What follows belongs to an exercise in optimizing a design on an open flow for small area; a production flow would make more cautious choices.
RTL that was checked went through simulation tests only; none was proved equivalent to the original.

==> inputs of job 9868 <==
Design dct_1d, start of the top module:
module dct_1d(
    input clk,
    input rst_n,
    input enable,
    input signed [9:0] x0, input signed [9:0] x1, input signed [9:0] x2, input signed [9:0] x3,
    input signed [9:0] x4, input signed [9:0] x5, input signed [9:0] x6, input signed [9:0] x7,
    output reg signed [10:0] y0, output reg signed [10:0] y1, output reg signed [10:0] y2, output reg signed [10:0] y3,
    output reg signed [10:0] y4, output reg signed [10:0] y5, output reg signed [10:0] y6, output reg signed [10:0] y7,
    output valid
);
==> module maj_cell, before the edit <==
module maj_cell(input a, input b, input c, output co);
assign co = (a & b) | (c & (a | b));
endmodule
==> flow/config.mk <==
export PLATFORM = sky130hd
export DESIGN_NAME = dct_1d
export DESIGN_NICKNAME = dct_1d
export VERILOG_FILES = /design/flow/design.v
export SDC_FILE = /design/flow/constraint.sdc
export NUM_CORES = 4
export LEC_CHECK = 0
export ABC_AREA = 1
export CAP_MARGIN = 20
export CORE_MARGIN = 2
export CORE_UTILIZATION = 40
export PLACE_DENSITY = 0.8
export SLEW_MARGIN = 20
export SYNTH_HIERARCHICAL = 1
==> flow/constraint.sdc <==
create_clock -name core_clock -period 6.0 [get_ports {clk}]
set_input_delay 1.2000 -clock core_clock [delete_from_list [all_inputs] [get_ports {clk}]]
set_output_delay 1.2000 -clock core_clock [all_outputs]
set_load 0.01 [all_outputs]
run.sh (not shown) runs the stock make flow with config.mk's settings and CLKGATE_MAP_FILE= SYNTH_SCRIPT=/design/flow/synth_recipe.tcl, a recipe that flattens the netlist after the stock synthesis.
==> job 7028: changes against job 9868 <==
--- a/flow/design.v
+++ b/flow/design.v
@@ -2853,3 +2853,3 @@
 module maj_cell(input a, input b, input c, output co);
-assign co = (a & b) | (c & (a | b));
+assign co = (a & b) | (a & c) | (b & c);
 endmodule
--- a/flow/config.mk
+++ b/flow/config.mk
@@ -8,7 +8,6 @@
 export ABC_AREA = 1
-export CAP_MARGIN = 20
+export CAP_MARGIN = 0
 export CORE_MARGIN = 2
 export CORE_UTILIZATION = 40
-export PLACE_DENSITY = 0.8
-export SLEW_MARGIN = 20
+export SLEW_MARGIN = 0
 export SYNTH_HIERARCHICAL = 1
==> job 900: changes against job 9868 <==
--- a/flow/design.v
+++ b/flow/design.v
@@ -2853,3 +2853,3 @@
 module maj_cell(input a, input b, input c, output co);
-assign co = (a & b) | (c & (a | b));
+assign co = (a & b) | (a & c) | (b & c);
 endmodule
--- a/flow/config.mk
+++ b/flow/config.mk
@@ -11,3 +11,3 @@
 export CORE_UTILIZATION = 40
-export PLACE_DENSITY = 0.8
+export GPL_TIMING_DRIVEN = 0
 export SLEW_MARGIN = 20
==> job 7813: changes against job 9868 <==
--- a/flow/design.v
+++ b/flow/design.v
@@ -2853,3 +2853,3 @@
 module maj_cell(input a, input b, input c, output co);
-assign co = (a & b) | (c & (a | b));
+assign co = (a & b) | (a & c) | (b & c);
 endmodule
--- a/flow/config.mk
+++ b/flow/config.mk
@@ -11,3 +11,2 @@
 export CORE_UTILIZATION = 40
-export PLACE_DENSITY = 0.8
 export SLEW_MARGIN = 20
==> summary of the runs <==
Of job 900 and job 7813, job 7813 has the higher wire length (gap about 0.8%, measured against job 7813).
Against job 9868, the clock skew of job 7028 is higher by 0.017 ns.
Setup slack is the same in job 7028 and job 7813.
==> figures <==
metric	job 7813	job 900	job 7028	job 9868
Outcome	timing/DRC/antenna clean	timing/DRC/antenna clean	timing/DRC/antenna clean	timing/DRC/antenna clean
Cell area after placement	36,900 µm²	35,700 µm²	36,900 µm²	36,800 µm²
Area grow syn2layout	16.6%	16.6%	16.6%	16.6%
Final #Nets	4,571	4,496	4,571	4,547
CTS-repair resized insts	1	96	1	4
Met3 WL	7590 µm	8260 µm	7590 µm	10,500 µm
Worst-path maximum fanout	3	4	3	5
Synthesized-area fraction occupied by and/or/nand/nor cells	7.98%	7.98%	7.98%	7.02%
Inverters	731	731	731	738
Only the layout flow was run in job 9868; the RTL was not checked for function there.

---

==> inputs of 09-05 <==
dct_1d with an RTL version that a note above also has.
==> flow/config.mk <==
export PLATFORM = sky130hd
export DESIGN_NAME = dct_1d
export DESIGN_NICKNAME = dct_1d
export VERILOG_FILES = /design/flow/design.v
export SDC_FILE = /design/flow/constraint.sdc
export NUM_CORES = 4
export LEC_CHECK = 0
export ABC_AREA = 1
export CAP_MARGIN = 20
export CORE_MARGIN = 2
export CORE_UTILIZATION = 40
export PLACE_DENSITY = 0.8
export SLEW_MARGIN = 20
export SYNTH_HIERARCHICAL = 1
==> flow/constraint.sdc <==
create_clock -name core_clock -period 6.0 [get_ports {clk}]
set_input_delay 1.2000 -clock core_clock [delete_from_list [all_inputs] [get_ports {clk}]]
set_output_delay 1.2000 -clock core_clock [all_outputs]
set_load 0.01 [all_outputs]
==> 10-16: changes against 09-05 <==
Settings changed: PLACE_DENSITY 0.8 to 0.9.
==> 02-19: changes against 09-05 <==
Settings changed: ABC_AREA 1 to 0.
==> 12-01: changes against 09-05 <==
Settings changed: CORE_UTILIZATION 40 to 60.
==> qor summary <==
quantity	10-16	09-05	02-19	12-01
Global routing met2 resource utilization	37.84%	37.73%	38.71%	59.50%
Tap Count	1060	1060	1040	696
Antenna violations before repair	8	5	1	3
Die height	288.9 microns	288.9 microns	284.2 microns	236.6 microns
Outcome	timing/DRC/antenna clean	timing/DRC/antenna clean	complete, but fails checks	timing/DRC/antenna clean
Reasons for failing layout checks	-	-	negative setup slack	-
Initial Utilization	40.38%	40.38%	40.46%	60.46%
Buffers inserted during post-CTS setup optimization	1	3	43	2
Top-area cell type share of the netlist area	58.26%	58.26%	60.25%	58.26%
Share of the core filled with cells	47.10%	46.85%	50.47%	69.84%
Post-synthesis share of cell area spent on xor and xnor gates	2.293%	2.293%	3.511%	2.293%
Cell count along the critical path	19	19	29	19
Cell with the most instances on the worst path	sky130_fd_sc_hd__fa_1	sky130_fd_sc_hd__fa_1	sky130_fd_sc_hd__fa_2	sky130_fd_sc_hd__fa_1
Post-route cell area	0.03788 sq mm	0.03767 sq mm	0.03916 sq mm	0.03751 sq mm
Start point of the critical path	d1_r[1]	d2_r[4]	d3_r[1]	d0_r[9]
First-pass iteration count of the detailed router	6	5	7	8
Register-to-register path setup slack	0.09 ns	0.17 ns	-0.28 ns	0.16 ns
Share of synthesized area spent on multiplexers	0.03468%	0.03468%	0.06775%	0.03468%
Met2 Routed Length	43930 microns	42820 microns	43700 microns	45780 microns
RePlAce Congestion	1.047	0.9993	1.048	0.9799
Total wirelength of the detailed-routed design	94710 microns	92030 microns	93590 microns	95640 microns
Post-Syn Area per Cell	11.13 sq um	11.13 sq um	12.65 sq um	11.13 sq um
CP arrival	6.30 ns	6.24 ns	6.73 ns	6.23 ns

==> separate check: timing with driven ports <==
The results above use ideal ports. As a check the final layouts listed here were re-extracted and re-timed, cells and wires unchanged.
Step 1 (the two cells are an assumption about what drives the block):
set clk [get_ports {clk}]
set_driving_cell -lib_cell sky130_fd_sc_hd__clkbuf_16 $clk
set_driving_cell -lib_cell sky130_fd_sc_hd__buf_2 [delete_from_list [all_inputs] $clk]
Step 2 adds t to the input delays and takes it off the output delays; t is the mean of the earliest and latest rising clock arrival at the registers after step 1. Input paths then give back, and output paths get back, about the clock's delay inside the block.
Slacks: ideal / step 1 / step 2; pairs: ideal / step 1.
run	t (ns)	slack for setup (ns)	pins driven straight from the clock port
job 9868	0.564	0.125 / 0.125 / -0.206	1
job 7028	0.565	0.180 / 0.180 / -0.239	1
job 900	0.571	0.065 / 0.065 / -0.350	1
job 7813	0.565	0.180 / 0.180 / -0.239	1
09-05	0.575	0.170 / 0.170 / -0.271	1
10-16	0.561	0.091 / 0.091 / -0.249	1
02-19	0.574	-0.281 / -0.281 / -0.281	1
12-01	0.563	0.159 / 0.159 / -0.215	1
With both steps, setup timing fails in 7 of these runs, where it was met with ideal ports. For 09-05, which loses most, drivers alone change the setup slack by 0.000 ns; drivers and shift together by -0.441 ns.
